This design comes from an exercise in tuning for small area on the open sky130 flow, not from production work. The RTL was checked by simulation tests, not by an equivalence proof against the original design. No driver is modelled on the clock port, so clocking that relies on it looks cheaper here than on a real chip. Power is estimated from default activity; no workload was simulated.

// project_basic
module project_basic(
    input clk,
    input clr,
    input x1,
    input x0,
    input add,
    input sub,
    input result,
    output [7:0] zero_one,
    output [7:0] sign_zero_one,
    output [3:0] led_bits,
    output [3:0] sign_led_bits
    );
    reg [3:0] a, b;
    reg [2:0] pos;       
    reg sw01;            
    localparam [10:0] DM = 11'b01010101010;
    localparam [12:0] CM = 13'b0101010101010;
    reg [10:0] dlq;      
    reg [12:0] clq;      
    wire [10:0] dl = dlq ^ DM;   
    wire [12:0] cl = clq ^ CM;   
    reg [2:0] hi;        
    reg [3:0] ans;
    reg nr, er, ifadd, ifsub;
    wire key = x1 | x0;
    wire [3:0] ca = clr ? 4'd0 : a;
    wire [3:0] cb = clr ? 4'd0 : b;
    wire [2:0] cpos = clr ? 3'd0 : pos;
    wire [10:0] cdl = clr ? 11'd0 : dl;
    wire [12:0] ccl = clr ? 13'd0 : cl;
    wire csw = ~clr & sw01;
    wire cadd = ~clr & ifadd;
    wire csub = ~clr & ifsub;
    wire dlow0 = ~|cdl[9:0];
    wire cbusy = cdl[10] | ~dlow0;
    wire dfb = cdl[10] ^ cdl[8] ^ (dlow0 & (cdl[10] | key));
    wire clow0 = ~|cl[11:0];
    wire tick = cl[12] & clow0;      
    wire cfb = ccl[12] ^ ccl[3] ^ ccl[2] ^ ccl[0] ^ (~|ccl[11:0]);
    wire nadd = ~sub & (add | cadd);
  ...
==> module project_basic, before the edit <==
module project_basic(
    input clk,
    input clr,
    input x1,
    input x0,
    input add,
    input sub,
    input result,
    output [7:0] zero_one,
    output [7:0] sign_zero_one,
    output [3:0] led_bits,
    output [3:0] sign_led_bits
    );
    reg [3:0] a, b;
    reg [2:0] pos;       
    reg sw01;            
    localparam [10:0] DM = 11'b01010101010;
    localparam [12:0] CM = 13'b0101010101010;
    reg [10:0] dlq;      
    reg [12:0] clq;      
    wire [10:0] dl = dlq ^ DM;   
    wire [12:0] cl = clq ^ CM;   
    reg [2:0] hi;        
    reg [3:0] ans;
    reg nr, er, ifadd, ifsub;
    wire key = x1 | x0;
    wire [3:0] ca = clr ? 4'd0 : a;
    wire [3:0] cb = clr ? 4'd0 : b;
    wire [2:0] cpos = clr ? 3'd0 : pos;
    wire [10:0] cdl = clr ? 11'd0 : dl;
    wire [12:0] ccl = clr ? 13'd0 : cl;
    wire csw = ~clr & sw01;
    wire cadd = ~clr & ifadd;
    wire csub = ~clr & ifsub;
    wire dlow0 = ~|cdl[9:0];
    wire cbusy = cdl[10] | ~dlow0;
    wire dfb = cdl[10] ^ cdl[8] ^ (dlow0 & (cdl[10] | key));
    wire clow0 = ~|cl[11:0];
    wire tick = cl[12] & clow0;      
    wire cfb = ccl[12] ^ ccl[3] ^ ccl[2] ^ ccl[0] ^ (~|ccl[11:0]);
    wire nadd = ~sub & (add | cadd);
    wire nsub = sub | (~add & csub);
    wire [3:0] bx = cb ^ {4{nsub}};
    wire [4:0] c;
    wire [3:0] s;
    assign c[0] = nsub;
    genvar g;
    generate for (g = 0; g < 4; g = g + 1) begin : rca
        assign s[g] = ca[g] ^ bx[g] ^ c[g];
        assign c[g+1] = (ca[g] & bx[g]) | (ca[g] & c[g]) | (bx[g] & c[g]);
    end endgenerate
    wire ld = clr | (result & (nadd | nsub));
    wire [3:0] wbit = {cpos[1:0] == 2'd0, cpos[1:0] == 2'd1, cpos[1:0] == 2'd2, cpos[1:0] == 2'd3};
    wire [3:0] wa = {4{key & ~cpos[2]}} & wbit;
    wire [3:0] wb = {4{key & cpos[2]}} & wbit;
    wire inc = ~key & csw & ~cbusy;
    always @(posedge clk) begin
        a <= (wa & {4{x1}}) | (~wa & ca);
        b <= (wb & {4{x1}}) | (~wb & cb);
        clq <= (clr ? 13'd0 : {cl[11:0], cfb}) ^ CM;
        hi[0] <= ~clr & (hi[0] ^ tick);
        hi[1] <= ~clr & (hi[1] ^ (tick & hi[0]));
        hi[2] <= ~clr & (hi[2] ^ (tick & hi[0] & hi[1]));
        dlq <= {cdl[9:0], dfb} ^ DM;
        sw01 <= key | (csw & cbusy);
        pos[0] <= cpos[0] ^ inc;
        pos[1] <= cpos[1] ^ (inc & cpos[0]);
        pos[2] <= cpos[2] ^ (inc & cpos[0] & cpos[1]);
        ifadd <= nadd;
        ifsub <= nsub;
        if (ld) ans <= s;
        nr <= (clr & ~result) | (result & nsub & ~c[4]) | (~clr & ~result & nr);
        er <= (clr & ~result) | (result & nadd & c[4]) | (~clr & ~result & er);
    end
    wire ifresult = ~(nr & er);
    wire neg = nr & ~er;
    wire error = er & ~nr;
    wire [1:0] sel = neg ? hi[1:0] : hi[2:1];
    wire [3:0] onehot = 4'b0001 << sel;
    assign led_bits = onehot;
    assign sign_led_bits = onehot;
    wire first = neg & (sel == 2'd0);
    wire vm = ans[sel] | (~ifresult & b[sel]);
    wire vs = first | (~ifresult & a[sel]);
    wire blank = ifresult & ~error & ~first;
    wire E = error;
    assign zero_one[6:5] = {2{~E}};
    assign zero_one[1] = E;
    assign {zero_one[7], zero_one[4:2]} = {4{E | ~vm}};
    assign zero_one[0] = ~ifresult & ifadd;
    assign sign_zero_one[6:5] = {2{~E & ~blank}};
    assign sign_zero_one[1] = E;
    assign {sign_zero_one[7], sign_zero_one[4:2]} = {4{E | (~blank & ~vs)}};
    assign sign_zero_one[0] = ~ifresult & ifsub;
endmodule
==> flow/config.mk <==
export PLATFORM = sky130hd
export DESIGN_NAME = project_basic
export DESIGN_NICKNAME = project_basic
export VERILOG_FILES = /design/flow/design.v
export SDC_FILE = /design/flow/constraint.sdc
export NUM_CORES = 4
export LEC_CHECK = 0
export CAP_MARGIN = 20
export CORE_MARGIN = 2
export CORE_UTILIZATION = 40
export SLEW_MARGIN = 20
==> flow/constraint.sdc <==
create_clock -name core_clock -period 10.0 [get_ports {clk}]
set_input_delay 2.0000 -clock core_clock [delete_from_list [all_inputs] [get_ports {clk}]]
set_output_delay 2.0000 -clock core_clock [all_outputs]
set_load 0.01 [all_outputs]
standard.sh (not shown) runs the stock make flow with config.mk's settings and CLKGATE_MAP_FILE= SYNTH_SCRIPT=/design/flow/synth_recipe.tcl, a recipe that flattens the netlist after the stock synthesis.
==> flow/flow/run.sh <==
#!/bin/bash
# The standard layout (standard.sh), with these changes:
#  - synthesis maps the logic with an area-oriented ABC script (flow/abc_area.script)
#    in place of ORFS's speed script; everything else in synth_recipe.tcl is kept,
#    so the registers and their names are those of the standard synthesis
#  - each port gets the smallest buffer, buf_1
#  - clock tree synthesis uses clkbuf_4 buffers without dummy loads, and then
#    flow/post_cts.tcl resizes each clock buffer to the smallest that keeps the clock-pin slew within 118 ps
# Each tool's output goes to ORFS's own logs (orfs/logs/...) and to flow_standard.log.
set -euo pipefail
W=$PWD
{
  cat <<'EOT'
proc abc {args} {
  set i [lsearch $args -script]
  if {$i >= 0} { lset args [expr {$i + 1}] $::env(MY_ABC_SCRIPT) }
  yosys abc {*}$args
}
EOT
  cat "$W/synth_recipe.tcl"
} > "$W/flow_synth.tcl"
sed -e "s|SYNTH_SCRIPT=[^ ]*|SYNTH_SCRIPT=$W/flow_synth.tcl|" "$W/standard.sh" > "$W/flow_standard.sh"
grep -q "SYNTH_SCRIPT=$W/flow_synth.tcl" "$W/flow_standard.sh"
export MY_ABC_SCRIPT=$W/flow/abc_area.script
export BUFFER_PORTS_ARGS="-buffer_cell sky130_fd_sc_hd__buf_1"
export CTS_ARGS="-sink_clustering_enable -repair_clock_nets -buf_list sky130_fd_sc_hd__clkbuf_4 -root_buf sky130_fd_sc_hd__clkbuf_4 -sink_clustering_size 10 -sink_clustering_max_diameter 30 -dont_use_dummy_load"
export POST_CTS_TCL=$W/flow/post_cts.tcl
bash "$W/flow_standard.sh" > "$W/flow_standard.log" 2>&1
Other scripts of this flow, unchanged in this note and not shown: flow/flow/abc_area.script, flow/flow/post_cts.tcl
Next try:
--- a/flow/design.v
+++ b/flow/design.v
@@ -68,12 +68,14 @@
         pos[1] <= cpos[1] ^ (inc & cpos[0]);
         pos[2] <= cpos[2] ^ (inc & cpos[0] & cpos[1]);
         ifadd <= nadd;
         ifsub <= nsub;
         if (ld) ans <= s;
-        nr <= (clr & ~result) | (result & nsub & ~c[4]) | (~clr & ~result & nr);
-        er <= (clr & ~result) | (result & nadd & c[4]) | (~clr & ~result & er);
+        if (clr | result) begin
+            nr <= ~result | (nsub & ~c[4]);
+            er <= ~result | (nadd & c[4]);
+        end
     end
     wire ifresult = ~(nr & er);
     wire neg = nr & ~er;
     wire error = er & ~nr;
     wire [1:0] sel = neg ? hi[1:0] : hi[2:1];
The new run finished with timing, DRC and antenna clean.
Register-to-register slack gains 0.10 ns.
Die area went up by 1.1%.
Via count fell by 1.4%.
Routed wire length is higher by 0.56%.
Power came out lower by 3.3%.
Final area rose by 1.4%.
Clock skew climbs by 0.011 ns.
Flip-flop and latch count stays the same.

[port drivers added, routing unchanged]
How much do the figures lean on ideal ports? The routed layouts below were timed once more, with nothing changed but the port constraints.
Step 1 sets driving cells, clkbuf_16 on the clock port and buf_2 on the other inputs (assumed; they add their load-dependent delay and slew).
Step 2 moves the port delays by t, midway between the first and last clock arrival at a register: inputs arrive t later, outputs are due t later. That takes back most of the time a late clock gives input paths.
a / b / c = no drivers / after step 1 / after step 2; a / b = the first two.
run | t, ns | setup slack, ns | cell pins on the clock port's net
the first run | 0.374 | 4.865 / 4.864 / 4.490 | 1
the second run | 0.514 | 5.252 / 5.228 / 5.103 | 1
After both steps every run listed still meets setup and hold. For the first run, which loses most, drivers alone change the setup slack by -0.001 ns; drivers and shift together by -0.375 ns.
